Context: an optimization exercise on an open-source flow, tuned for small area and a short achievable clock period. The choices shown serve that exercise and are no tape-out recipe.
In this exercise RTL edits were held to simulation tests only and were not proved equivalent to the original.
No activity file was given, so power comes from the tool's default toggle rates.

$ cat design/flow/design.v
module mul8s(input [7:0] a, input [7:0] b, output [15:0] p);
wire pp_0_0 = a[0] & b[0];
wire pp_0_1 = a[1] & b[0];
wire pp_0_2 = a[2] & b[0];
wire pp_0_3 = a[3] & b[0];
wire pp_0_4 = a[4] & b[0];
wire pp_0_5 = a[5] & b[0];
wire pp_0_6 = a[6] & b[0];
wire pp_0_7 = ~(a[7] & b[0]);
wire pp_1_0 = a[0] & b[1];
wire pp_1_1 = a[1] & b[1];
wire pp_1_2 = a[2] & b[1];
wire pp_1_3 = a[3] & b[1];
wire pp_1_4 = a[4] & b[1];
wire pp_1_5 = a[5] & b[1];
wire pp_1_6 = a[6] & b[1];
wire pp_1_7 = ~(a[7] & b[1]);
wire pp_2_0 = a[0] & b[2];
wire pp_2_1 = a[1] & b[2];
wire pp_2_2 = a[2] & b[2];
wire pp_2_3 = a[3] & b[2];
wire pp_2_4 = a[4] & b[2];
wire pp_2_5 = a[5] & b[2];
wire pp_2_6 = a[6] & b[2];
wire pp_2_7 = ~(a[7] & b[2]);
wire pp_3_0 = a[0] & b[3];
wire pp_3_1 = a[1] & b[3];
wire pp_3_2 = a[2] & b[3];
wire pp_3_3 = a[3] & b[3];
wire pp_3_4 = a[4] & b[3];
wire pp_3_5 = a[5] & b[3];
wire pp_3_6 = a[6] & b[3];
wire pp_3_7 = ~(a[7] & b[3]);
wire pp_4_0 = a[0] & b[4];
wire pp_4_1 = a[1] & b[4];
wire pp_4_2 = a[2] & b[4];
wire pp_4_3 = a[3] & b[4];
wire pp_4_4 = a[4] & b[4];
wire pp_4_5 = a[5] & b[4];
wire pp_4_6 = a[6] & b[4];
wire pp_4_7 = ~(a[7] & b[4]);
wire pp_5_0 = a[0] & b[5];
wire pp_5_1 = a[1] & b[5];
wire pp_5_2 = a[2] & b[5];
wire pp_5_3 = a[3] & b[5];
wire pp_5_4 = a[4] & b[5];
wire pp_5_5 = a[5] & b[5];
wire pp_5_6 = a[6] & b[5];
wire pp_5_7 = ~(a[7] & b[5]);
wire pp_6_0 = a[0] & b[6];
wire pp_6_1 = a[1] & b[6];
wire pp_6_2 = a[2] & b[6];
wire pp_6_3 = a[3] & b[6];
wire pp_6_4 = a[4] & b[6];
wire pp_6_5 = a[5] & b[6];
wire pp_6_6 = a[6] & b[6];
wire pp_6_7 = ~(a[7] & b[6]);
wire pp_7_0 = ~(a[0] & b[7]);
wire pp_7_1 = ~(a[1] & b[7]);
wire pp_7_2 = ~(a[2] & b[7]);
wire pp_7_3 = ~(a[3] & b[7]);
wire pp_7_4 = ~(a[4] & b[7]);
wire pp_7_5 = ~(a[5] & b[7]);
wire pp_7_6 = ~(a[6] & b[7]);
wire pp_7_7 = a[7] & b[7];
wire s1, c2;
assign {c2, s1} = pp_0_6 + pp_1_5;
wire s3, c4;
assign {c4, s3} = pp_0_7 + pp_1_6 + pp_2_5;
wire s5, c6;
assign {c6, s5} = pp_3_4 + pp_4_3;
wire s7, c8;
assign {c8, s7} = pp_1_7 + pp_2_6 + pp_3_5;
wire s9, c10;
assign {c10, s9} = pp_4_4 + pp_5_3 + pp_6_2;
wire s11, c12;
assign {c12, s11} = pp_2_7 + pp_3_6 + pp_4_5;
wire s13, c14;
assign {c14, s13} = pp_0_4 + pp_1_3;
wire s15, c16;
assign {c16, s15} = pp_0_5 + pp_1_4 + pp_2_3;
wire s17, c18;
assign {c18, s17} = pp_3_2 + pp_4_1;
wire s19, c20;
assign {c20, s19} = s1 + pp_2_4 + pp_3_3;
wire s21, c22;
assign {c22, s21} = pp_4_2 + pp_5_1 + pp_6_0;
wire s23, c24;
assign {c24, s23} = c2 + s3 + s5;
wire s25, c26;
assign {c26, s25} = pp_5_2 + pp_6_1 + pp_7_0;
wire s27, c28;
assign {c28, s27} = c4 + c6 + s7;
wire s29, c30;
assign {c30, s29} = s9 + pp_7_1 + 1'b1;
wire s31, c32;
assign {c32, s31} = c8 + c10 + s11;
wire s33, c34;
assign {c34, s33} = pp_5_4 + pp_6_3 + pp_7_2;
wire s35, c36;
assign {c36, s35} = c12 + pp_3_7 + pp_4_6;
wire s37, c38;
assign {c38, s37} = pp_5_5 + pp_6_4 + pp_7_3;
wire s39, c40;
assign {c40, s39} = pp_4_7 + pp_5_6 + pp_6_5;
wire s41, c42;
assign {c42, s41} = pp_0_3 + pp_1_2;
wire s43, c44;
assign {c44, s43} = s13 + pp_2_2 + pp_3_1;
wire s45, c46;
assign {c46, s45} = c14 + s15 + s17;
wire s47, c48;
assign {c48, s47} = c16 + c18 + s19;
wire s49, c50;
assign {c50, s49} = c20 + c22 + s23;
wire s51, c52;
assign {c52, s51} = c24 + c26 + s27;
wire s53, c54;
assign {c54, s53} = c28 + c30 + s31;
wire s55, c56;
assign {c56, s55} = c32 + c34 + s35;
wire s57, c58;
assign {c58, s57} = c36 + c38 + s39;
wire s59, c60;
assign {c60, s59} = c40 + pp_5_7 + pp_6_6;
wire s61, c62;
assign {c62, s61} = pp_0_2 + pp_1_1;
wire s63, c64;
assign {c64, s63} = s41 + pp_2_1 + pp_3_0;
wire s65, c66;
assign {c66, s65} = c42 + s43 + pp_4_0;
wire s67, c68;
assign {c68, s67} = c44 + s45 + pp_5_0;
wire s69, c70;
assign {c70, s69} = c46 + s47 + s21;
wire s71, c72;
assign {c72, s71} = c48 + s49 + s25;
wire s73, c74;
assign {c74, s73} = c50 + s51 + s29;
wire s75, c76;
assign {c76, s75} = c52 + s53 + s33;
wire s77, c78;
assign {c78, s77} = c54 + s55 + s37;
wire s79, c80;
assign {c80, s79} = c56 + s57 + pp_7_4;
wire s81, c82;
assign {c82, s81} = c58 + s59 + pp_7_5;
wire s83, c84;
assign {c84, s83} = c60 + pp_6_7 + pp_7_6;
assign p[0] = pp_0_0;
wire mw1;
c_nand2 mu1 (.a(pp_0_1), .b(pp_1_0), .y(mw1));
wire mw2;
c_nor2 mu2 (.a(pp_0_1), .b(pp_1_0), .y(mw2));
wire mw3;
c_xor2 mu3 (.a(pp_0_1), .b(pp_1_0), .y(mw3));
wire mw4;
c_nand2 mu4 (.a(s61), .b(pp_2_0), .y(mw4));
wire mw5;
c_nor2 mu5 (.a(s61), .b(pp_2_0), .y(mw5));
wire mw6;
c_xor2 mu6 (.a(s61), .b(pp_2_0), .y(mw6));
wire mw7;
c_nand2 mu7 (.a(c62), .b(s63), .y(mw7));
wire mw8;
c_nor2 mu8 (.a(c62), .b(s63), .y(mw8));
wire mw9;
c_xor2 mu9 (.a(c62), .b(s63), .y(mw9));
wire mw10;
c_nand2 mu10 (.a(c64), .b(s65), .y(mw10));
wire mw11;
c_nor2 mu11 (.a(c64), .b(s65), .y(mw11));
wire mw12;
c_xor2 mu12 (.a(c64), .b(s65), .y(mw12));
wire mw13;
c_nand2 mu13 (.a(c66), .b(s67), .y(mw13));
wire mw14;
c_nor2 mu14 (.a(c66), .b(s67), .y(mw14));
wire mw15;
c_xor2 mu15 (.a(c66), .b(s67), .y(mw15));
wire mw16;
c_nand2 mu16 (.a(c68), .b(s69), .y(mw16));
wire mw17;
c_nor2 mu17 (.a(c68), .b(s69), .y(mw17));
wire mw18;
c_xor2 mu18 (.a(c68), .b(s69), .y(mw18));
wire mw19;
c_nand2 mu19 (.a(c70), .b(s71), .y(mw19));
wire mw20;
c_nor2 mu20 (.a(c70), .b(s71), .y(mw20));
wire mw21;
c_xor2 mu21 (.a(c70), .b(s71), .y(mw21));
wire mw22;
c_nand2 mu22 (.a(c72), .b(s73), .y(mw22));
wire mw23;
c_nor2 mu23 (.a(c72), .b(s73), .y(mw23));
wire mw24;
c_xor2 mu24 (.a(c72), .b(s73), .y(mw24));
wire mw25;
c_nand2 mu25 (.a(c74), .b(s75), .y(mw25));
wire mw26;
c_nor2 mu26 (.a(c74), .b(s75), .y(mw26));
wire mw27;
c_xor2 mu27 (.a(c74), .b(s75), .y(mw27));
wire mw28;
c_nand2 mu28 (.a(c76), .b(s77), .y(mw28));
wire mw29;
c_nor2 mu29 (.a(c76), .b(s77), .y(mw29));
wire mw30;
c_xor2 mu30 (.a(c76), .b(s77), .y(mw30));
wire mw31;
c_nand2 mu31 (.a(c78), .b(s79), .y(mw31));
wire mw32;
c_nor2 mu32 (.a(c78), .b(s79), .y(mw32));
wire mw33;
c_xor2 mu33 (.a(c78), .b(s79), .y(mw33));
wire mw34;
c_nand2 mu34 (.a(c80), .b(s81), .y(mw34));
wire mw35;
c_nor2 mu35 (.a(c80), .b(s81), .y(mw35));
wire mw36;
c_xor2 mu36 (.a(c80), .b(s81), .y(mw36));
wire mw37;
c_nand2 mu37 (.a(c82), .b(s83), .y(mw37));
wire mw38;
c_nor2 mu38 (.a(c82), .b(s83), .y(mw38));
wire mw39;
c_xor2 mu39 (.a(c82), .b(s83), .y(mw39));
wire mw40;
c_nand2 mu40 (.a(c84), .b(pp_7_7), .y(mw40));
wire mw41;
c_nor2 mu41 (.a(c84), .b(pp_7_7), .y(mw41));
wire mw42;
c_xor2 mu42 (.a(c84), .b(pp_7_7), .y(mw42));
wire mw43;
c_oai21 mu43 (.a1(mw5), .a2(mw1), .b1(mw4), .y(mw43));
wire mw44;
c_oai21 mu44 (.a1(mw11), .a2(mw7), .b1(mw10), .y(mw44));
wire mw45;
c_nor2 mu45 (.a(mw11), .b(mw8), .y(mw45));
wire mw46;
c_oai21 mu46 (.a1(mw17), .a2(mw13), .b1(mw16), .y(mw46));
wire mw47;
c_nor2 mu47 (.a(mw17), .b(mw14), .y(mw47));
wire mw48;
c_oai21 mu48 (.a1(mw23), .a2(mw19), .b1(mw22), .y(mw48));
wire mw49;
c_nor2 mu49 (.a(mw23), .b(mw20), .y(mw49));
wire mw50;
c_oai21 mu50 (.a1(mw29), .a2(mw25), .b1(mw28), .y(mw50));
wire mw51;
c_nor2 mu51 (.a(mw29), .b(mw26), .y(mw51));
wire mw52;
c_oai21 mu52 (.a1(mw35), .a2(mw31), .b1(mw34), .y(mw52));
wire mw53;
c_nor2 mu53 (.a(mw35), .b(mw32), .y(mw53));
wire mw54;
c_oai21 mu54 (.a1(mw41), .a2(mw37), .b1(mw40), .y(mw54));
wire mw55;
c_nor2 mu55 (.a(mw41), .b(mw38), .y(mw55));
wire mw56;
c_inv mu56 (.a(mw43), .y(mw56));
wire mw57;
c_oai21 mu57 (.a1(mw8), .a2(mw56), .b1(mw7), .y(mw57));
wire mw58;
c_aoi21 mu58 (.a1(mw45), .a2(mw43), .b1(mw44), .y(mw58));
wire mw59;
c_inv mu59 (.a(mw46), .y(mw59));
wire mw60;
c_oai21 mu60 (.a1(mw20), .a2(mw59), .b1(mw19), .y(mw60));
wire mw61;
c_inv mu61 (.a(mw47), .y(mw61));
wire mw62;
c_nor2 mu62 (.a(mw20), .b(mw61), .y(mw62));
wire mw63;
c_aoi21 mu63 (.a1(mw49), .a2(mw46), .b1(mw48), .y(mw63));
wire mw64;
c_nand2 mu64 (.a(mw49), .b(mw47), .y(mw64));
wire mw65;
c_inv mu65 (.a(mw50), .y(mw65));
wire mw66;
c_oai21 mu66 (.a1(mw32), .a2(mw65), .b1(mw31), .y(mw66));
wire mw67;
c_inv mu67 (.a(mw51), .y(mw67));
wire mw68;
c_nor2 mu68 (.a(mw32), .b(mw67), .y(mw68));
wire mw69;
c_aoi21 mu69 (.a1(mw53), .a2(mw50), .b1(mw52), .y(mw69));
wire mw70;
c_nand2 mu70 (.a(mw53), .b(mw51), .y(mw70));
wire mw71;
c_oai21 mu71 (.a1(mw14), .a2(mw58), .b1(mw13), .y(mw71));
wire mw72;
c_inv mu72 (.a(mw58), .y(mw72));
wire mw73;
c_aoi21 mu73 (.a1(mw47), .a2(mw72), .b1(mw46), .y(mw73));
wire mw74;
c_aoi21 mu74 (.a1(mw62), .a2(mw72), .b1(mw60), .y(mw74));
wire mw75;
c_oai21 mu75 (.a1(mw64), .a2(mw58), .b1(mw63), .y(mw75));
wire mw76;
c_oai21 mu76 (.a1(mw38), .a2(mw69), .b1(mw37), .y(mw76));
wire mw77;
c_nor2 mu77 (.a(mw38), .b(mw70), .y(mw77));
wire mw78;
c_inv mu78 (.a(mw69), .y(mw78));
wire mw79;
c_aoi21 mu79 (.a1(mw55), .a2(mw78), .b1(mw54), .y(mw79));
wire mw80;
c_inv mu80 (.a(mw70), .y(mw80));
wire mw81;
c_nand2 mu81 (.a(mw55), .b(mw80), .y(mw81));
wire mw82;
c_inv mu82 (.a(mw75), .y(mw82));
wire mw83;
c_oai21 mu83 (.a1(mw26), .a2(mw82), .b1(mw25), .y(mw83));
wire mw84;
c_aoi21 mu84 (.a1(mw51), .a2(mw75), .b1(mw50), .y(mw84));
wire mw85;
c_aoi21 mu85 (.a1(mw68), .a2(mw75), .b1(mw66), .y(mw85));
wire mw86;
c_oai21 mu86 (.a1(mw70), .a2(mw82), .b1(mw69), .y(mw86));
wire mw87;
c_aoi21 mu87 (.a1(mw77), .a2(mw75), .b1(mw76), .y(mw87));
wire mw88;
c_oai21 mu88 (.a1(mw81), .a2(mw82), .b1(mw79), .y(mw88));
wire mw89;
c_xnor2 mu89 (.a(mw6), .b(mw1), .y(mw89));
wire mw90;
c_xor2 mu90 (.a(mw9), .b(mw43), .y(mw90));
wire mw91;
c_xor2 mu91 (.a(mw12), .b(mw57), .y(mw91));
wire mw92;
c_xnor2 mu92 (.a(mw15), .b(mw58), .y(mw92));
wire mw93;
c_xor2 mu93 (.a(mw18), .b(mw71), .y(mw93));
wire mw94;
c_xnor2 mu94 (.a(mw21), .b(mw73), .y(mw94));
wire mw95;
c_xnor2 mu95 (.a(mw24), .b(mw74), .y(mw95));
wire mw96;
c_xor2 mu96 (.a(mw27), .b(mw75), .y(mw96));
wire mw97;
c_xor2 mu97 (.a(mw30), .b(mw83), .y(mw97));
wire mw98;
c_xnor2 mu98 (.a(mw33), .b(mw84), .y(mw98));
wire mw99;
c_xnor2 mu99 (.a(mw36), .b(mw85), .y(mw99));
wire mw100;
c_xor2 mu100 (.a(mw39), .b(mw86), .y(mw100));
wire mw101;
c_xnor2 mu101 (.a(mw42), .b(mw87), .y(mw101));
wire mw102;
c_inv mu102 (.a(mw88), .y(mw102));
assign p[1] = mw3;
assign p[2] = mw89;
assign p[3] = mw90;
assign p[4] = mw91;
assign p[5] = mw92;
assign p[6] = mw93;
assign p[7] = mw94;
assign p[8] = mw95;
assign p[9] = mw96;
assign p[10] = mw97;
assign p[11] = mw98;
assign p[12] = mw99;
assign p[13] = mw100;
assign p[14] = mw101;
assign p[15] = mw102;
endmodule
module alu_flags(input [3:0] Op, input [7:0] a, input [7:0] b, input rz, input r7,
                 output OF, output zero, output slt);
wire sub = (Op == 4'd10);
wire ow1;
c_nand2 ou1 (.a(a[0]), .b(b[0]), .y(ow1));
wire ow2;
c_nand2 ou2 (.a(a[1]), .b(b[1]), .y(ow2));
wire ow3;
c_nand2 ou3 (.a(a[2]), .b(b[2]), .y(ow3));
wire ow4;
c_nand2 ou4 (.a(a[3]), .b(b[3]), .y(ow4));
wire ow5;
c_nand2 ou5 (.a(a[4]), .b(b[4]), .y(ow5));
wire ow6;
c_nand2 ou6 (.a(a[5]), .b(b[5]), .y(ow6));
wire ow7;
c_nand2 ou7 (.a(a[6]), .b(b[6]), .y(ow7));
wire ow8;
c_nor2 ou8 (.a(a[0]), .b(b[0]), .y(ow8));
wire ow9;
c_nor2 ou9 (.a(a[1]), .b(b[1]), .y(ow9));
wire ow10;
c_nor2 ou10 (.a(a[2]), .b(b[2]), .y(ow10));
wire ow11;
c_nor2 ou11 (.a(a[3]), .b(b[3]), .y(ow11));
wire ow12;
c_nor2 ou12 (.a(a[4]), .b(b[4]), .y(ow12));
wire ow13;
c_nor2 ou13 (.a(a[5]), .b(b[5]), .y(ow13));
wire ow14;
c_nor2 ou14 (.a(a[6]), .b(b[6]), .y(ow14));
wire ow15;
c_inv ou15 (.a(b[0]), .y(ow15));
wire ow16;
c_inv ou16 (.a(b[1]), .y(ow16));
wire ow17;
c_inv ou17 (.a(b[2]), .y(ow17));
wire ow18;
c_inv ou18 (.a(b[3]), .y(ow18));
wire ow19;
c_inv ou19 (.a(b[4]), .y(ow19));
wire ow20;
c_inv ou20 (.a(b[5]), .y(ow20));
wire ow21;
c_inv ou21 (.a(b[6]), .y(ow21));
wire ow22;
c_nand2 ou22 (.a(a[1]), .b(ow16), .y(ow22));
wire ow23;
c_nand2 ou23 (.a(a[2]), .b(ow17), .y(ow23));
wire ow24;
c_nand2 ou24 (.a(a[3]), .b(ow18), .y(ow24));
wire ow25;
c_nand2 ou25 (.a(a[4]), .b(ow19), .y(ow25));
wire ow26;
c_nand2 ou26 (.a(a[5]), .b(ow20), .y(ow26));
wire ow27;
c_nand2 ou27 (.a(a[6]), .b(ow21), .y(ow27));
wire ow28;
c_nor2 ou28 (.a(a[0]), .b(ow15), .y(ow28));
wire ow29;
c_nor2 ou29 (.a(a[1]), .b(ow16), .y(ow29));
wire ow30;
c_nor2 ou30 (.a(a[2]), .b(ow17), .y(ow30));
wire ow31;
c_nor2 ou31 (.a(a[3]), .b(ow18), .y(ow31));
wire ow32;
c_nor2 ou32 (.a(a[4]), .b(ow19), .y(ow32));
wire ow33;
c_nor2 ou33 (.a(a[5]), .b(ow20), .y(ow33));
wire ow34;
c_nor2 ou34 (.a(a[6]), .b(ow21), .y(ow34));
wire ow35;
c_oai21 ou35 (.a1(ow9), .a2(ow1), .b1(ow2), .y(ow35));
wire ow36;
c_oai21 ou36 (.a1(ow11), .a2(ow3), .b1(ow4), .y(ow36));
wire ow37;
c_nor2 ou37 (.a(ow11), .b(ow10), .y(ow37));
wire ow38;
c_oai21 ou38 (.a1(ow13), .a2(ow5), .b1(ow6), .y(ow38));
wire ow39;
c_nor2 ou39 (.a(ow13), .b(ow12), .y(ow39));
wire ow40;
c_inv ou40 (.a(ow35), .y(ow40));
wire ow41;
c_oai21 ou41 (.a1(ow10), .a2(ow40), .b1(ow3), .y(ow41));
wire ow42;
c_aoi21 ou42 (.a1(ow37), .a2(ow35), .b1(ow36), .y(ow42));
wire ow43;
c_inv ou43 (.a(ow38), .y(ow43));
wire ow44;
c_oai21 ou44 (.a1(ow14), .a2(ow43), .b1(ow7), .y(ow44));
wire ow45;
c_inv ou45 (.a(ow39), .y(ow45));
wire ow46;
c_nor2 ou46 (.a(ow14), .b(ow45), .y(ow46));
wire ow47;
c_oai21 ou47 (.a1(ow12), .a2(ow42), .b1(ow5), .y(ow47));
wire ow48;
c_inv ou48 (.a(ow42), .y(ow48));
wire ow49;
c_aoi21 ou49 (.a1(ow39), .a2(ow48), .b1(ow38), .y(ow49));
wire ow50;
c_aoi21 ou50 (.a1(ow46), .a2(ow48), .b1(ow44), .y(ow50));
wire ow51;
c_oai21 ou51 (.a1(ow29), .a2(ow28), .b1(ow22), .y(ow51));
wire ow52;
c_oai21 ou52 (.a1(ow31), .a2(ow23), .b1(ow24), .y(ow52));
wire ow53;
c_nor2 ou53 (.a(ow31), .b(ow30), .y(ow53));
wire ow54;
c_oai21 ou54 (.a1(ow33), .a2(ow25), .b1(ow26), .y(ow54));
wire ow55;
c_nor2 ou55 (.a(ow33), .b(ow32), .y(ow55));
wire ow56;
c_inv ou56 (.a(ow51), .y(ow56));
wire ow57;
c_oai21 ou57 (.a1(ow30), .a2(ow56), .b1(ow23), .y(ow57));
wire ow58;
c_aoi21 ou58 (.a1(ow53), .a2(ow51), .b1(ow52), .y(ow58));
wire ow59;
c_inv ou59 (.a(ow54), .y(ow59));
wire ow60;
c_oai21 ou60 (.a1(ow34), .a2(ow59), .b1(ow27), .y(ow60));
wire ow61;
c_inv ou61 (.a(ow55), .y(ow61));
wire ow62;
c_nor2 ou62 (.a(ow34), .b(ow61), .y(ow62));
wire ow63;
c_oai21 ou63 (.a1(ow32), .a2(ow58), .b1(ow25), .y(ow63));
wire ow64;
c_inv ou64 (.a(ow58), .y(ow64));
wire ow65;
c_aoi21 ou65 (.a1(ow55), .a2(ow64), .b1(ow54), .y(ow65));
wire ow66;
c_aoi21 ou66 (.a1(ow62), .a2(ow64), .b1(ow60), .y(ow66));
wire c7 = sub ? ow66 : ow50;   
wire b7x = b[7] ^ sub;
wire of1 = ~a[7] & ~b7x;
wire of0 = a[7] & b7x;
c_mux2 f_of (.a1(of0), .a0(of1), .s(c7), .y(OF));
c_mux2 f_zero (.a1(rz & ~of0), .a0(rz & ~of1), .s(c7), .y(zero));
c_mux2 f_slt (.a1(r7 & sub & ~of0), .a0(r7 & sub & ~of1), .s(c7), .y(slt));
endmodule
module c_nand2(input a, input b, output y); assign y = ~(a & b); endmodule
module c_nor2(input a, input b, output y); assign y = ~(a | b); endmodule
module c_inv(input a, output y); assign y = ~a; endmodule
module c_xor2(input a, input b, output y); assign y = a ^ b; endmodule
module c_xnor2(input a, input b, output y); assign y = ~(a ^ b); endmodule
module c_aoi21(input a1, input a2, input b1, output y); assign y = ~((a1 & a2) | b1); endmodule
module c_oai21(input a1, input a2, input b1, output y); assign y = ~((a1 | a2) & b1); endmodule
module c_nand2b(input an, input b, output y); assign y = ~(~an & b); endmodule
module c_nor2b(input a, input bn, output y); assign y = ~(a | ~bn); endmodule
module c_mux2(input a0, input a1, input s, output y); assign y = s ? a1 : a0; endmodule
module ALU8bit(input clk, input [3:0] Op,
               input [7:0] a, input [7:0] b,
               output reg [7:0] result, output reg [15:0] product,
               output OF, output zero, output slt);
wire sub = (Op == 4'd10);
alu_flags FL(.Op(Op), .a(a), .b(b), .rz(result == 8'd0), .r7(result[7]),
             .OF(OF), .zero(zero), .slt(slt));
wire [7:0] arith = a + (b ^ {8{sub}}) + {7'd0, sub};
wire [7:0] shres;
wire [2:0] s   = b[2:0];
wire big       = |b[7:3];
wire right     = (Op == 4'd4) | (Op == 4'd6) | (Op == 4'd8);
wire rot_op    = (Op == 4'd7) | (Op == 4'd8);
wire [2:0] L   = right ? (3'd0 - s) : s;
wire [7:0] r1  = L[0] ? {a[6:0], a[7]}    : a;
wire [7:0] r2  = L[1] ? {r1[5:0], r1[7:6]} : r1;
wire [7:0] rot = L[2] ? {r2[3:0], r2[7:4]} : r2;
wire [7:0] t;
genvar i;
generate for (i = 0; i < 8; i = i + 1) begin : g_t
  assign t[i] = (i >= s);
end endgenerate
wire [7:0] trev = {t[0], t[1], t[2], t[3], t[4], t[5], t[6], t[7]};
wire [7:0] keep = rot_op ? 8'hff : big ? 8'h00 : (right ? trev : t);
wire fill = (Op == 4'd6) & a[7];
assign shres = (rot & keep) | ({8{fill}} & ~keep);
wire [15:0] mul;
mul8s M0(.a(a), .b(b), .p(mul));
always @(posedge clk) begin
  case (Op)
    4'd0: result <= ~a;
    4'd1: result <= a & b;
    4'd2: result <= a | b;
    4'd3, 4'd4, 4'd6, 4'd7, 4'd8: result <= shres;
    4'd5: result <= {a[7], shres[6:0]};
    4'd9, 4'd10: result <= arith;
    default: result <= 8'd0;
  endcase
  product <= (Op == 4'd11) ? mul : 16'd0;
end
endmodule
$ cat design/flow/flow/run.sh
#!/bin/bash
# Own layout flow: the standard ORFS flow (standard.sh), run unchanged for
# synthesis, then for the layout with these changes to how it is made:
#  - port buffers are sky130_fd_sc_hd__buf_2 (ORFS otherwise picks a delay cell);
#  - clock tree built from small clock buffers, without dummy loads.
# Each make call writes its full output to its own log file in this folder.
set -euo pipefail
bash standard.sh synth > flow_synth.log 2>&1
bash standard.sh \
  "BUFFER_PORTS_ARGS=-buffer_cell sky130_fd_sc_hd__buf_2" \
  "CTS_ARGS=-sink_clustering_enable -repair_clock_nets -dont_use_dummy_load -buf_list {sky130_fd_sc_hd__clkbuf_2 sky130_fd_sc_hd__clkbuf_4 sky130_fd_sc_hd__clkbuf_8}" \
  finish > flow_layout.log 2>&1
$ cat design/flow/standard.sh
#!/bin/bash
# synth_recipe.tcl (not shown) runs the flow's synth.tcl, then flattens the netlist and writes it again
# the make line also repeats each setting of config.mk as NAME=value (left out here)
make -C /OpenROAD-flow-scripts/flow DESIGN_CONFIG=/design/flow/config.mk WORK_HOME=/design/flow/orfs CLKGATE_MAP_FILE= SYNTH_SCRIPT=/design/flow/synth_recipe.tcl "${@:-finish}"
$ cat design/flow/config.mk
export PLATFORM = sky130hd
export DESIGN_NAME = ALU8bit
export DESIGN_NICKNAME = ALU8bit
export VERILOG_FILES = /design/flow/design.v
export SDC_FILE = /design/flow/constraint.sdc
export NUM_CORES = 4
export LEC_CHECK = 0
export CAP_MARGIN = 20
export CORE_MARGIN = 2
export CORE_UTILIZATION = 70
export SETUP_SLACK_MARGIN = 2.8
export SLEW_MARGIN = 20
export SYNTH_HIERARCHICAL = 1
$ cat design/flow/constraint.sdc
create_clock -name core_clock -period 8.0 [get_ports {clk}]
set_input_delay 1.6000 -clock core_clock [delete_from_list [all_inputs] [get_ports {clk}]]
set_output_delay 1.6000 -clock core_clock [all_outputs]
set_load 0.01 [all_outputs]
==> run_summary.xml, run 1 <==
<?xml version="1.0" encoding="UTF-8"?>
<metrics>
  <group name="clocking">
    <metric name="tritoncts" unit="">done</metric>
    <metric name="cts-root-to-sink-buffers" unit="">2</metric>
    <metric name="cts_max_level" unit="">1</metric>
    <metric name="cts.sinks" unit="">24</metric>
    <metric name="ctsRootBufferMaster" unit="">clkbuf_8</metric>
    <metric name="holdBufCountCts" unit="">0</metric>
    <metric name="numCtsBuffers" unit="">3</metric>
    <metric name="cts.clk_slew.worst_paths" unit="ps">80</metric>
  </group>
  <group name="worst_setup_path">
    <metric name="type_of_destination_of_the_critical_path" unit="">flip-flop</metric>
    <metric name="criticalPathCategory" unit="">in -&gt; reg</metric>
    <metric name="critical-path-slowest-cell" unit="">fa_1</metric>
    <metric name="worstSetupStartpointType" unit="">primary input</metric>
    <metric name="cp.required" unit="ps">8220</metric>
    <metric name="buf_inv_on_cp" unit="">3</metric>
    <metric name="critical_path.max_fanout" unit="">21</metric>
    <metric name="critical_path_arrival" unit="ps">5200</metric>
    <metric name="cpPeakStageDelay" unit="ps">550</metric>
    <metric name="timing.critical_path.mode_cell" unit="">fa_1</metric>
    <metric name="critical_path.cell_chain" unit="">buf_2 &gt; and2_1 &gt; fa_1 &gt; fa_1 &gt; fa_1 &gt; fa_1 &gt; inv_1 &gt; nor2_1 &gt; nor2_2 &gt; a21oi_2 &gt; o21ai_4 &gt; buf_4 &gt; a21oi_2 &gt; xnor2_1 &gt; and2_1</metric>
    <metric name="worst_path_dominant_cell_family" unit="">adder cells</metric>
  </group>
  <group name="placed_design">
    <metric name="detailedPlace.worstSlack" unit="ps">2403</metric>
    <metric name="postPlaceCellArea" unit="mm^2">0.004654</metric>
    <metric name="port_buffers" unit="">47</metric>
    <metric name="finalWeightedCongestion" unit="">0.9707</metric>
    <metric name="place_hpwl" unit="mm">8.005</metric>
  </group>
  <group name="timing">
    <metric name="setup_repair_after_global_routing_missed_its_margin" unit="">false</metric>
    <metric name="post-route-period-util" unit="%">62.32</metric>
    <metric name="fin_worst_hold_slack" unit="ps">1881</metric>
    <metric name="max_slew_margin" unit="%">41.27</metric>
    <metric name="period_minus_slack" unit="ps">4985</metric>
    <metric name="finalMaxSlewViolations" unit="">0</metric>
    <metric name="setup_viol_count_final" unit="">0</metric>
    <metric name="finalHoldViolCount" unit="">0</metric>
    <metric name="maxClockFrequency" unit="GHz">0.2006</metric>
    <metric name="worst-slew-pin-transition" unit="ps">877.7</metric>
    <metric name="postLayoutSetupSlackWorst" unit="ps">3015</metric>
    <metric name="fin_tns_setup" unit="ps">0</metric>
  </group>
  <group name="job">
    <metric name="drv_cap" unit="">0</metric>
  </group>
  <group name="drt">
    <metric name="via_per_inst" unit="">5.904</metric>
    <metric name="drt_iter0_markers" unit="">267</metric>
    <metric name="wirelength" unit="mm">10.67</metric>
    <metric name="route.antenna.remaining_nets" unit="">0</metric>
    <metric name="post_drt_wl_per_cell" unit="um">15.33</metric>
    <metric name="route.detailed.drc" unit="">0</metric>
    <metric name="routed-via-count" unit="">4109</metric>
    <metric name="dr.pass1.iters" unit="">6</metric>
  </group>
  <group name="synth">
    <metric name="synth_top_cell_area_share" unit="%">16.05</metric>
    <metric name="yosys-mux-area-fraction" unit="%">6.159</metric>
    <metric name="syn-mean-instance-area" unit="um^2">7.545</metric>
    <metric name="leading_post_synthesis_cells_by_cell_area" unit="">fa_1 (16%), dfxtp_1 (11%), and2_1 (8.1%), inv_1 (6.5%), nand2_1 (5.6%)</metric>
    <metric name="yosysSeqAreaShare" unit="%">10.70</metric>
    <metric name="netlist-cell-type-count" unit="">58</metric>
    <metric name="synthSimpleGateAreaFrac" unit="%">23.97</metric>
    <metric name="mappedNetlistNets" unit="">672</metric>
    <metric name="ys_async_sr_fraction" unit="%">0</metric>
    <metric name="synthesis.yosys.warnings" unit="">7</metric>
    <metric name="synthTopCellsByCount" unit="">inv_1 (78), nand2_1 (67), and2_1 (58)</metric>
    <metric name="synth_edf_count" unit="">0</metric>
    <metric name="main_combinational_cell_family_by_area_after_synthesis" unit="">simple AND/OR/NAND/NOR gates</metric>
    <metric name="synth_ff_type" unit="">dfxtp_1</metric>
    <metric name="fraction_of_the_mapped_netlist_area_in_compound_gates" unit="%">19.01</metric>
    <metric name="synth_adder_area_share" unit="%">21.63</metric>
    <metric name="synth_top_area_cell" unit="">fa_1</metric>
    <metric name="ys_ff_latch" unit="">24</metric>
    <metric name="synth.most_common_cell" unit="">inv_1</metric>
    <metric name="netlist_instances" unit="">595</metric>
    <metric name="combined_area_of_all_synthesized_cells" unit="mm^2">0.004489</metric>
    <metric name="post_synthesis_share_of_cell_area_spent_on_xor_and_xnor_gates" unit="%">7.971</metric>
  </group>
  <group name="die">
    <metric name="die_h" unit="um">84.09</metric>
    <metric name="top_level_ports" unit="">48</metric>
    <metric name="coreArea" unit="mm^2">0.006277</metric>
    <metric name="initial_utilization" unit="%">71.52</metric>
    <metric name="fp-row-count" unit="">29</metric>
    <metric name="die_w" unit="um">84.09</metric>
    <metric name="fp.dieArea" unit="mm^2">0.007070</metric>
  </group>
  <group name="min_path">
    <metric name="hold_class" unit="">in -&gt; reg</metric>
  </group>
  <group name="global_routing">
    <metric name="antenna_violations_before_repair" unit="">0</metric>
    <metric name="grt_start_max_net_pins" unit="">26</metric>
    <metric name="global_route.overflow_total" unit="">0</metric>
    <metric name="vias_in_the_first_global_route" unit="">4029</metric>
    <metric name="grt_first_pass_wirelength" unit="mm">18.27</metric>
    <metric name="global_route.usage.total" unit="%">31.41</metric>
  </group>
  <group name="power">
    <metric name="power_density" unit="mW/mm^2">167.5</metric>
    <metric name="power_leakage" unit="nW">2.244</metric>
    <metric name="peakVddDrop" unit="mV">0.2215</metric>
    <metric name="overall_power" unit="mW">0.7924</metric>
  </group>
  <group name="run_status">
    <metric name="run_status" unit="">timing/DRC/antenna clean</metric>
  </group>
  <group name="cells_and_area">
    <metric name="seqCellArea" unit="um^2">480.5</metric>
    <metric name="stdcell_area" unit="mm^2">0.004732</metric>
    <metric name="multi_input_area" unit="mm^2">0.003551</metric>
    <metric name="num-fill-cells" unit="">489</metric>
    <metric name="final_net_count" unit="">698</metric>
    <metric name="final_layout_size_suffix_gt1_share" unit="%">14.70</metric>
    <metric name="area_delta_synth_final" unit="%">5.407</metric>
    <metric name="num_antenna_cells" unit="">0</metric>
  </group>
</metrics>
[stage by stage]
stage                     util [%]  instances
after floorplan                  -        595
after global placement       74.15        691
after detailed placement     74.15        691
after CTS                    74.87        694
after global routing         75.38        696
final                        75.38        696
[Yosys stat by module, one instance, submodules excluded]
module	cells inside	copies in the design	flip-flops and latches
ALU8bit	255	1	24
alu_flags	12	1	0
c_aoi21	1	13	0
c_inv	1	23	0
c_mux2	1	3	0
c_nand2	1	30	0
c_nor2	1	41	0
c_oai21	1	24	0
c_xnor2	1	7	0
c_xor2	1	20	0
mul8s	167	1	0
[final timing paths]
kind | slack [ps] | startpoint | cells past startpoint | endpoint
worst max-delay path | 3010 | a[7] | 15 | product[14]
worst min-delay path | 1880 | b[0] | 3 | product[0]
[flip-flops by register name, summed over array words and instances, names as in the netlist]
| name | count |
|---|---|
| product | 16 |
| result | 8 |
[placed cells by master, fill, tap and decap left out, types with 6 or more instances in the layout]
cell type	n
a21oi_1	24
a21oi_2	13
a31oi_1	10
and2_1	58
buf_2	45
dfxtp_1	24
fa_1	36
ha_1	20
inv_1	78
mux4_2	6
nand2_1	67
nand2b_1	6
nor2_1	55
nor3_1	7
o21ai_0	14
o21ai_1	26
xnor2_1	12
xor2_1	27
[power by group]
part           total [mW]  internal [mW]  switching (mW)
registers           0.135          0.131         0.00380
logic               0.584          0.248           0.337
clock network      0.0733         0.0338          0.0395
[area by class of cell]
type	count	area share (%)
Timing Repair Buffer	50	5.553
Sequential cell	24	10.15
Clock buffer	3	0.8726
Tap cell	77	2.036
Multi-Input combinational cell	462	75.04
Inverter	80	6.346
[per-layer routing]
metal / up-vias / GRT usage, % / part of all wire, % / wire, um
li1: 2003 / - / - / -
met1: 1905 / 39.13 / 42 / 4443
met2: 164 / 55.48 / 49 / 5224
met3: 37 / 2.275 / 6.1 / 652
met4: 0 / 13.78 / 3.3 / 347
met5: - / 0 / 0 / 0
[what timing repair did]
| action | in CTS | in global routing |
|---|---|---|
| resized for setup | 1 | 5 |
| setup endpoints to repair | 3 | 4 |
| setup buffers | 0 | 2 |
| pin swaps | 0 | 1 |
[cells by family (layout without fill, tap and decap cells)]
group           Yosys count  count (layout)
compound gates          132             132
flops                    24              24
xor+xnor                 40              40
simple gates            216             216
mux                      18              18
fa+ha+maj                56              56
buf+inv                 109             133
==> run 2: changes to the inputs <==
--- a/design/flow/design.v
+++ b/design/flow/design.v
@@ -1,4 +1,4 @@
-module mul8s(input [7:0] a, input [7:0] b, output [15:0] p);
+module mul8s(input [7:0] a, input [7:0] b, input en, output [15:0] p);
 wire pp_0_0 = a[0] & b[0];
 wire pp_0_1 = a[1] & b[0];
 wire pp_0_2 = a[2] & b[0];
@@ -147,91 +147,91 @@
 assign {c82, s81} = c58 + s59 + pp_7_5;
 wire s83, c84;
 assign {c84, s83} = c60 + pp_6_7 + pp_7_6;
-assign p[0] = pp_0_0;
+assign p[0] = en & pp_0_0;
 wire mw1;
-c_nand2 mu1 (.a(pp_0_1), .b(pp_1_0), .y(mw1));
+c_nand3 mu1 (.a(pp_0_1), .b(pp_1_0), .c(en), .y(mw1));
 wire mw2;
 c_nor2 mu2 (.a(pp_0_1), .b(pp_1_0), .y(mw2));
 wire mw3;
-c_xor2 mu3 (.a(pp_0_1), .b(pp_1_0), .y(mw3));
+c_xora mu3 (.a(pp_0_1), .b(pp_1_0), .e(en), .y(mw3));
 wire mw4;
-c_nand2 mu4 (.a(s61), .b(pp_2_0), .y(mw4));
+c_nand3 mu4 (.a(s61), .b(pp_2_0), .c(en), .y(mw4));
 wire mw5;
 c_nor2 mu5 (.a(s61), .b(pp_2_0), .y(mw5));
 wire mw6;
-c_xor2 mu6 (.a(s61), .b(pp_2_0), .y(mw6));
+c_xora mu6 (.a(s61), .b(pp_2_0), .e(en), .y(mw6));
 wire mw7;
-c_nand2 mu7 (.a(c62), .b(s63), .y(mw7));
+c_nand3 mu7 (.a(c62), .b(s63), .c(en), .y(mw7));
 wire mw8;
 c_nor2 mu8 (.a(c62), .b(s63), .y(mw8));
 wire mw9;
-c_xor2 mu9 (.a(c62), .b(s63), .y(mw9));
+c_xora mu9 (.a(c62), .b(s63), .e(en), .y(mw9));
 wire mw10;
-c_nand2 mu10 (.a(c64), .b(s65), .y(mw10));
+c_nand3 mu10 (.a(c64), .b(s65), .c(en), .y(mw10));
 wire mw11;
 c_nor2 mu11 (.a(c64), .b(s65), .y(mw11));
 wire mw12;
-c_xor2 mu12 (.a(c64), .b(s65), .y(mw12));
+c_xora mu12 (.a(c64), .b(s65), .e(en), .y(mw12));
 wire mw13;
-c_nand2 mu13 (.a(c66), .b(s67), .y(mw13));
+c_nand3 mu13 (.a(c66), .b(s67), .c(en), .y(mw13));
 wire mw14;
 c_nor2 mu14 (.a(c66), .b(s67), .y(mw14));
 wire mw15;
-c_xor2 mu15 (.a(c66), .b(s67), .y(mw15));
+c_xora mu15 (.a(c66), .b(s67), .e(en), .y(mw15));
 wire mw16;
-c_nand2 mu16 (.a(c68), .b(s69), .y(mw16));
+c_nand3 mu16 (.a(c68), .b(s69), .c(en), .y(mw16));
 wire mw17;
 c_nor2 mu17 (.a(c68), .b(s69), .y(mw17));
 wire mw18;
-c_xor2 mu18 (.a(c68), .b(s69), .y(mw18));
+c_xora mu18 (.a(c68), .b(s69), .e(en), .y(mw18));
 wire mw19;
-c_nand2 mu19 (.a(c70), .b(s71), .y(mw19));
+c_nand3 mu19 (.a(c70), .b(s71), .c(en), .y(mw19));
 wire mw20;
 c_nor2 mu20 (.a(c70), .b(s71), .y(mw20));
 wire mw21;
-c_xor2 mu21 (.a(c70), .b(s71), .y(mw21));
+c_xora mu21 (.a(c70), .b(s71), .e(en), .y(mw21));
 wire mw22;
-c_nand2 mu22 (.a(c72), .b(s73), .y(mw22));
+c_nand3 mu22 (.a(c72), .b(s73), .c(en), .y(mw22));
 wire mw23;
 c_nor2 mu23 (.a(c72), .b(s73), .y(mw23));
 wire mw24;
-c_xor2 mu24 (.a(c72), .b(s73), .y(mw24));
+c_xora mu24 (.a(c72), .b(s73), .e(en), .y(mw24));
 wire mw25;
-c_nand2 mu25 (.a(c74), .b(s75), .y(mw25));
+c_nand3 mu25 (.a(c74), .b(s75), .c(en), .y(mw25));
 wire mw26;
 c_nor2 mu26 (.a(c74), .b(s75), .y(mw26));
 wire mw27;
-c_xor2 mu27 (.a(c74), .b(s75), .y(mw27));
+c_xora mu27 (.a(c74), .b(s75), .e(en), .y(mw27));
 wire mw28;
-c_nand2 mu28 (.a(c76), .b(s77), .y(mw28));
+c_nand3 mu28 (.a(c76), .b(s77), .c(en), .y(mw28));
 wire mw29;
 c_nor2 mu29 (.a(c76), .b(s77), .y(mw29));
 wire mw30;
-c_xor2 mu30 (.a(c76), .b(s77), .y(mw30));
+c_xora mu30 (.a(c76), .b(s77), .e(en), .y(mw30));
 wire mw31;
-c_nand2 mu31 (.a(c78), .b(s79), .y(mw31));
+c_nand3 mu31 (.a(c78), .b(s79), .c(en), .y(mw31));
 wire mw32;
 c_nor2 mu32 (.a(c78), .b(s79), .y(mw32));
 wire mw33;
-c_xor2 mu33 (.a(c78), .b(s79), .y(mw33));
+c_xora mu33 (.a(c78), .b(s79), .e(en), .y(mw33));
 wire mw34;
-c_nand2 mu34 (.a(c80), .b(s81), .y(mw34));
+c_nand3 mu34 (.a(c80), .b(s81), .c(en), .y(mw34));
 wire mw35;
 c_nor2 mu35 (.a(c80), .b(s81), .y(mw35));
 wire mw36;
-c_xor2 mu36 (.a(c80), .b(s81), .y(mw36));
+c_xora mu36 (.a(c80), .b(s81), .e(en), .y(mw36));
 wire mw37;
-c_nand2 mu37 (.a(c82), .b(s83), .y(mw37));
+c_nand3 mu37 (.a(c82), .b(s83), .c(en), .y(mw37));
 wire mw38;
 c_nor2 mu38 (.a(c82), .b(s83), .y(mw38));
 wire mw39;
-c_xor2 mu39 (.a(c82), .b(s83), .y(mw39));
+c_xora mu39 (.a(c82), .b(s83), .e(en), .y(mw39));
 wire mw40;
-c_nand2 mu40 (.a(c84), .b(pp_7_7), .y(mw40));
+c_nand3 mu40 (.a(c84), .b(pp_7_7), .c(en), .y(mw40));
 wire mw41;
 c_nor2 mu41 (.a(c84), .b(pp_7_7), .y(mw41));
 wire mw42;
-c_xor2 mu42 (.a(c84), .b(pp_7_7), .y(mw42));
+c_xora mu42 (.a(c84), .b(pp_7_7), .e(en), .y(mw42));
 wire mw43;
 c_oai21 mu43 (.a1(mw5), .a2(mw1), .b1(mw4), .y(mw43));
 wire mw44;
@@ -350,8 +350,6 @@
 c_xor2 mu100 (.a(mw39), .b(mw86), .y(mw100));
 wire mw101;
 c_xnor2 mu101 (.a(mw42), .b(mw87), .y(mw101));
-wire mw102;
-c_inv mu102 (.a(mw88), .y(mw102));
 assign p[1] = mw3;
 assign p[2] = mw89;
 assign p[3] = mw90;
@@ -366,7 +364,7 @@
 assign p[12] = mw99;
 assign p[13] = mw100;
 assign p[14] = mw101;
-assign p[15] = mw102;
+assign p[15] = (en & ~mw88);
 endmodule
 module alu_flags(input [3:0] Op, input [7:0] a, input [7:0] b, input rz, input r7,
                  output OF, output zero, output slt);
@@ -521,6 +519,12 @@
 module c_nand2b(input an, input b, output y); assign y = ~(~an & b); endmodule
 module c_nor2b(input a, input bn, output y); assign y = ~(a | ~bn); endmodule
 module c_mux2(input a0, input a1, input s, output y); assign y = s ? a1 : a0; endmodule
+module c_mux2i(input a0, input a1, input s, output y); assign y = ~(s ? a1 : a0); endmodule
+module c_a21o(input a1, input a2, input b1, output y); assign y = (a1 & a2) | b1; endmodule
+module c_nand3b(input an, input b, input c, output y); assign y = ~(~an & b & c); endmodule
+module c_o21a(input a1, input a2, input b1, output y); assign y = (a1 | a2) & b1; endmodule
+module c_nand3(input a, input b, input c, output y); assign y = ~(a & b & c); endmodule
+module c_xora(input a, input b, input e, output y); assign y = (a ^ b) & e; endmodule
 module ALU8bit(input clk, input [3:0] Op,
                input [7:0] a, input [7:0] b,
                output reg [7:0] result, output reg [15:0] product,
@@ -548,7 +552,7 @@
 wire fill = (Op == 4'd6) & a[7];
 assign shres = (rot & keep) | ({8{fill}} & ~keep);
 wire [15:0] mul;
-mul8s M0(.a(a), .b(b), .p(mul));
+mul8s M0(.a(a), .b(b), .en(Op == 4'd11), .p(mul));
 always @(posedge clk) begin
   case (Op)
     4'd0: result <= ~a;
@@ -559,6 +563,6 @@
     4'd9, 4'd10: result <= arith;
     default: result <= 8'd0;
   endcase
-  product <= (Op == 4'd11) ? mul : 16'd0;
+  product <= mul;
 end
 endmodule
--- a/design/flow/config.mk
+++ b/design/flow/config.mk
@@ -8,6 +8,6 @@
 export CAP_MARGIN = 20
 export CORE_MARGIN = 2
 export CORE_UTILIZATION = 70
-export SETUP_SLACK_MARGIN = 2.8
+export SETUP_SLACK_MARGIN = 3.0
 export SLEW_MARGIN = 20
 export SYNTH_HIERARCHICAL = 1
==> run 2 against run 1 <==
Hold slack worse by 170 ps. Synthesized cell count is 3.2% lower. Final cell count is 1.9% lower. Sequential power hardly changed. Clock-buffer cell count stayed put. Largest power group unchanged.
==> run_summary.xml, run 2 <==
<?xml version="1.0" encoding="UTF-8"?>
<metrics>
  <group name="synth">
    <metric name="fraction_of_the_mapped_netlist_area_in_compound_gates" unit="%">17.36</metric>
    <metric name="leading_post_synthesis_cells_by_cell_area" unit="">fa_1 (16%), dfxtp_1 (11%), and2_1 (8.0%), inv_1 (6.3%), ha_1 (5.6%)</metric>
    <metric name="ys_ff_latch" unit="">24</metric>
    <metric name="synth_ff_type" unit="">dfxtp_1</metric>
    <metric name="main_combinational_cell_family_by_area_after_synthesis" unit="">simple AND/OR/NAND/NOR gates</metric>
    <metric name="combined_area_of_all_synthesized_cells" unit="mm^2">0.004462</metric>
    <metric name="yosys-mux-area-fraction" unit="%">8.441</metric>
    <metric name="synth_top_cell_area_share" unit="%">16.15</metric>
    <metric name="synthTopCellsByCount" unit="">inv_1 (75), nor2_1 (62), and2_1 (57)</metric>
    <metric name="post_synthesis_share_of_cell_area_spent_on_xor_and_xnor_gates" unit="%">8.020</metric>
    <metric name="synthSimpleGateAreaFrac" unit="%">23.64</metric>
    <metric name="synth_edf_count" unit="">0</metric>
    <metric name="yosysSeqAreaShare" unit="%">10.77</metric>
    <metric name="netlist-cell-type-count" unit="">58</metric>
    <metric name="mappedNetlistNets" unit="">653</metric>
    <metric name="synth_top_area_cell" unit="">fa_1</metric>
    <metric name="synth_adder_area_share" unit="%">21.76</metric>
    <metric name="syn-mean-instance-area" unit="um^2">7.746</metric>
    <metric name="ys_async_sr_fraction" unit="%">0</metric>
    <metric name="synth.most_common_cell" unit="">inv_1</metric>
    <metric name="netlist_instances" unit="">576</metric>
    <metric name="synthesis.yosys.warnings" unit="">7</metric>
  </group>
  <group name="placed_design">
    <metric name="finalWeightedCongestion" unit="">0.9403</metric>
    <metric name="port_buffers" unit="">47</metric>
    <metric name="detailedPlace.worstSlack" unit="ps">2469</metric>
    <metric name="place_hpwl" unit="mm">8.031</metric>
    <metric name="postPlaceCellArea" unit="mm^2">0.004658</metric>
    <metric name="placedCellCount" unit="">676</metric>
  </group>
  <group name="cells_and_area">
    <metric name="top_regs" unit="">product: 16 flops, result: 8 flops</metric>
    <metric name="final_layout_size_suffix_gt1_share" unit="%">15.35</metric>
    <metric name="mostFrequentLayoutCells" unit="">inv_1 (74), nor2_1 (59), and2_1 (57)</metric>
    <metric name="layoutNonFillerInstCount" unit="">683</metric>
    <metric name="area_delta_synth_final" unit="%">7.011</metric>
    <metric name="mostFrequentLayoutCell" unit="">inv_1</metric>
    <metric name="stdcell_area" unit="mm^2">0.004775</metric>
    <metric name="flip_flop_count_of_the_largest_register_all_copies_and_words_added" unit="">16</metric>
    <metric name="num_antenna_cells" unit="">0</metric>
    <metric name="final_net_count" unit="">685</metric>
    <metric name="post-route-util" unit="%">76.50</metric>
    <metric name="most_flop_heavy_register" unit="">product</metric>
  </group>
  <group name="drt">
    <metric name="met3RoutedLength" unit="um">795</metric>
    <metric name="post_drt_wl_per_cell" unit="um">15.90</metric>
    <metric name="drt-met1-wl" unit="mm">4.702</metric>
    <metric name="via_per_inst" unit="">6.041</metric>
    <metric name="route.antenna.remaining_nets" unit="">0</metric>
    <metric name="dr.pass1.iters" unit="">7</metric>
    <metric name="highest-signal-layer" unit="">met4</metric>
    <metric name="routed-via-count" unit="">4126</metric>
    <metric name="detailroute.wirelength.met2" unit="mm">5.262</metric>
    <metric name="wirelength" unit="mm">10.86</metric>
    <metric name="drt_iter0_markers" unit="">351</metric>
    <metric name="route.detailed.drc" unit="">0</metric>
  </group>
  <group name="worst_setup_path">
    <metric name="cp.required" unit="ps">8210</metric>
    <metric name="worstSetupStartpointType" unit="">primary input</metric>
    <metric name="type_of_destination_of_the_critical_path" unit="">flip-flop</metric>
    <metric name="critical_path_arrival" unit="ps">5140</metric>
    <metric name="critical_path.max_fanout" unit="">24</metric>
    <metric name="criticalPathCategory" unit="">in -&gt; reg</metric>
  </group>
  <group name="clocking">
    <metric name="holdBufCountCts" unit="">0</metric>
    <metric name="cts.clk_slew.worst_paths" unit="ps">100</metric>
    <metric name="numCtsBuffers" unit="">3</metric>
    <metric name="cts.sinks" unit="">24</metric>
    <metric name="cts_max_level" unit="">1</metric>
    <metric name="ctsRootBufferMaster" unit="">clkbuf_8</metric>
    <metric name="tritoncts" unit="">done</metric>
    <metric name="cts-root-to-sink-buffers" unit="">2</metric>
  </group>
  <group name="global_routing">
    <metric name="grt_start_max_net_pins" unit="">31</metric>
    <metric name="grt_first_pass_wirelength" unit="mm">18.31</metric>
    <metric name="global_route.usage.total" unit="%">31.87</metric>
    <metric name="global_route.overflow_total" unit="">0</metric>
    <metric name="antenna_violations_before_repair" unit="">1</metric>
    <metric name="vias_in_the_first_global_route" unit="">3958</metric>
  </group>
  <group name="timing">
    <metric name="postLayoutSetupSlackWorst" unit="ps">3076</metric>
    <metric name="setup_viol_count_final" unit="">0</metric>
    <metric name="finalHoldViolCount" unit="">0</metric>
    <metric name="setup_repair_after_global_routing_missed_its_margin" unit="">false</metric>
    <metric name="post-route-period-util" unit="%">61.55</metric>
    <metric name="fin_worst_hold_slack" unit="ps">1713</metric>
    <metric name="max_slew_margin" unit="%">51.10</metric>
    <metric name="finalMaxSlewViolations" unit="">0</metric>
    <metric name="period_minus_slack" unit="ps">4924</metric>
    <metric name="worst-slew-pin-transition" unit="ps">725.9</metric>
    <metric name="fin_tns_setup" unit="ps">0</metric>
    <metric name="maxClockFrequency" unit="GHz">0.2031</metric>
  </group>
  <group name="min_path">
    <metric name="hold_class" unit="">in -&gt; reg</metric>
    <metric name="hold_crit_start" unit="">b[0]</metric>
    <metric name="holdPathEnd" unit="">product[0]</metric>
    <metric name="min_path_cells" unit="">2</metric>
  </group>
  <group name="run_status">
    <metric name="run_status" unit="">timing/DRC/antenna clean</metric>
  </group>
  <group name="die">
    <metric name="fp.dieArea" unit="mm^2">0.007028</metric>
    <metric name="coreArea" unit="mm^2">0.006241</metric>
    <metric name="die_h" unit="um">83.84</metric>
    <metric name="die_w" unit="um">83.84</metric>
    <metric name="fp-row-count" unit="">29</metric>
    <metric name="top_level_ports" unit="">48</metric>
    <metric name="initial_utilization" unit="%">71.49</metric>
  </group>
  <group name="power">
    <metric name="power_leakage" unit="nW">2.278</metric>
    <metric name="overall_power" unit="mW">0.6444</metric>
    <metric name="power_density" unit="mW/mm^2">135.0</metric>
    <metric name="peakVddDrop" unit="mV">0.1431</metric>
  </group>
  <group name="job">
    <metric name="drv_cap" unit="">0</metric>
  </group>
</metrics>
## run 2: worst max-delay path, cell delays in order
cell and delay [ps]:
buf_4 190, and2_1 200, fa_1 550, fa_1 430, fa_1 490, fa_1 490, inv_1 70, nor2_1 270
nor2_2 100, a21oi_2 200, o21ai_4 120, buf_4 160, a21oi_2 130, xnor2_1 130
## run 2: repair_timing
action | CTS | global route
resized for setup | 4 | 13
pin swaps | 0 | 3
gates cloned | 0 | 0
setup buffers | 0 | 4
endpoints found under the setup margin | 6 | 6
## run 2: logic make-up after synthesis
logic type | count (synthesis)
AO/OA/AOI/OAI | 119
XOR/XNOR | 40
adder cells (fa/ha/maj) | 56
buffers and inverters | 102
flip-flops | 24
multiplexers | 22
AND/OR/NAND/NOR | 213
## run 2: area by class of cell
cell class                      count  area [um^2]
Sequential cell                    24        480.5
Multi-Input combinational cell    450         3576
Fill cell                         483         1466
Clock buffer                        3        41.29
Timing Repair Buffer               53        295.3
Tap cell                           77        96.34
Inverter                           76        285.3
## run 2: metal layers
metal / GRT usage (%) / vias up
met5: 0 / -
met4: 6.598 / 0
li1: - / 1972
met2: 53.38 / 162
met3: 4.253 / 8
met1: 44.46 / 1984
## run 2: where the power goes
part           internal, mW  total, mW  leakage (nW)  switching (mW)
sequential            0.133      0.138         0.196         0.00459
clock                0.0339     0.0789        0.0216          0.0450
combinational         0.165      0.428          2.06           0.263
## run 2: worst max-delay path by stage
stage,from,cells past startpoint,slack (ps),end
floorplan,a[7],14,3020,product[13]
global placement,a[7],14,2640,product[10]
detailed placement,b[2],14,2470,product[13]
CTS,b[1],14,3020,product[13]
global route,a[6],14,2950,product[10]
finish,a[7],14,3080,product[14]
## run 2: per-module statistics from Yosys (local to each module, per instance), excerpt
module	cell area [um^2]	copies in the design	flops+latches
c_inv	3.754	22	0
c_nor2	3.754	41	0
c_xnor2	8.758	7	0
c_nand2	3.754	16	0
c_oai21	5.005	24	0
c_aoi21	8.758	13	0
c_mux2	15.01	3	0
ALU8bit	1999	1	24
c_xora	15.01	14	0

-- separate check: timing with driven ports --
No port has a modelled driver above. Below, the same layouts with a new extraction and two added sets of constraints.
Step 1 (the two cells are an assumption about what drives the block):
set clk [get_ports {clk}]
set_driving_cell -lib_cell sky130_fd_sc_hd__clkbuf_16 $clk
set_driving_cell -lib_cell sky130_fd_sc_hd__buf_2 [delete_from_list [all_inputs] $clk]
Step 2 adds t to the input delays and takes it off the output delays; t is the mean of the earliest and latest rising clock arrival at the registers after step 1. Input paths then give back, and output paths get back, about the clock's delay inside the block.
Three values: ideal, step 1, step 2; two values: the first two.
run	t (ns)	slack for setup (ns)	worst setup path after step 2	worst data-port slew with drivers (ns)
run 1	0.294	3.015 / 3.018 / 2.723	input to register	0.03
run 2	0.307	3.076 / 3.085 / 2.778	input to register	0.03
After both steps every run listed still meets setup and hold. The setup slack of run 2, which loses most, moves by +0.009 ns with the drivers and by -0.298 ns with both steps.
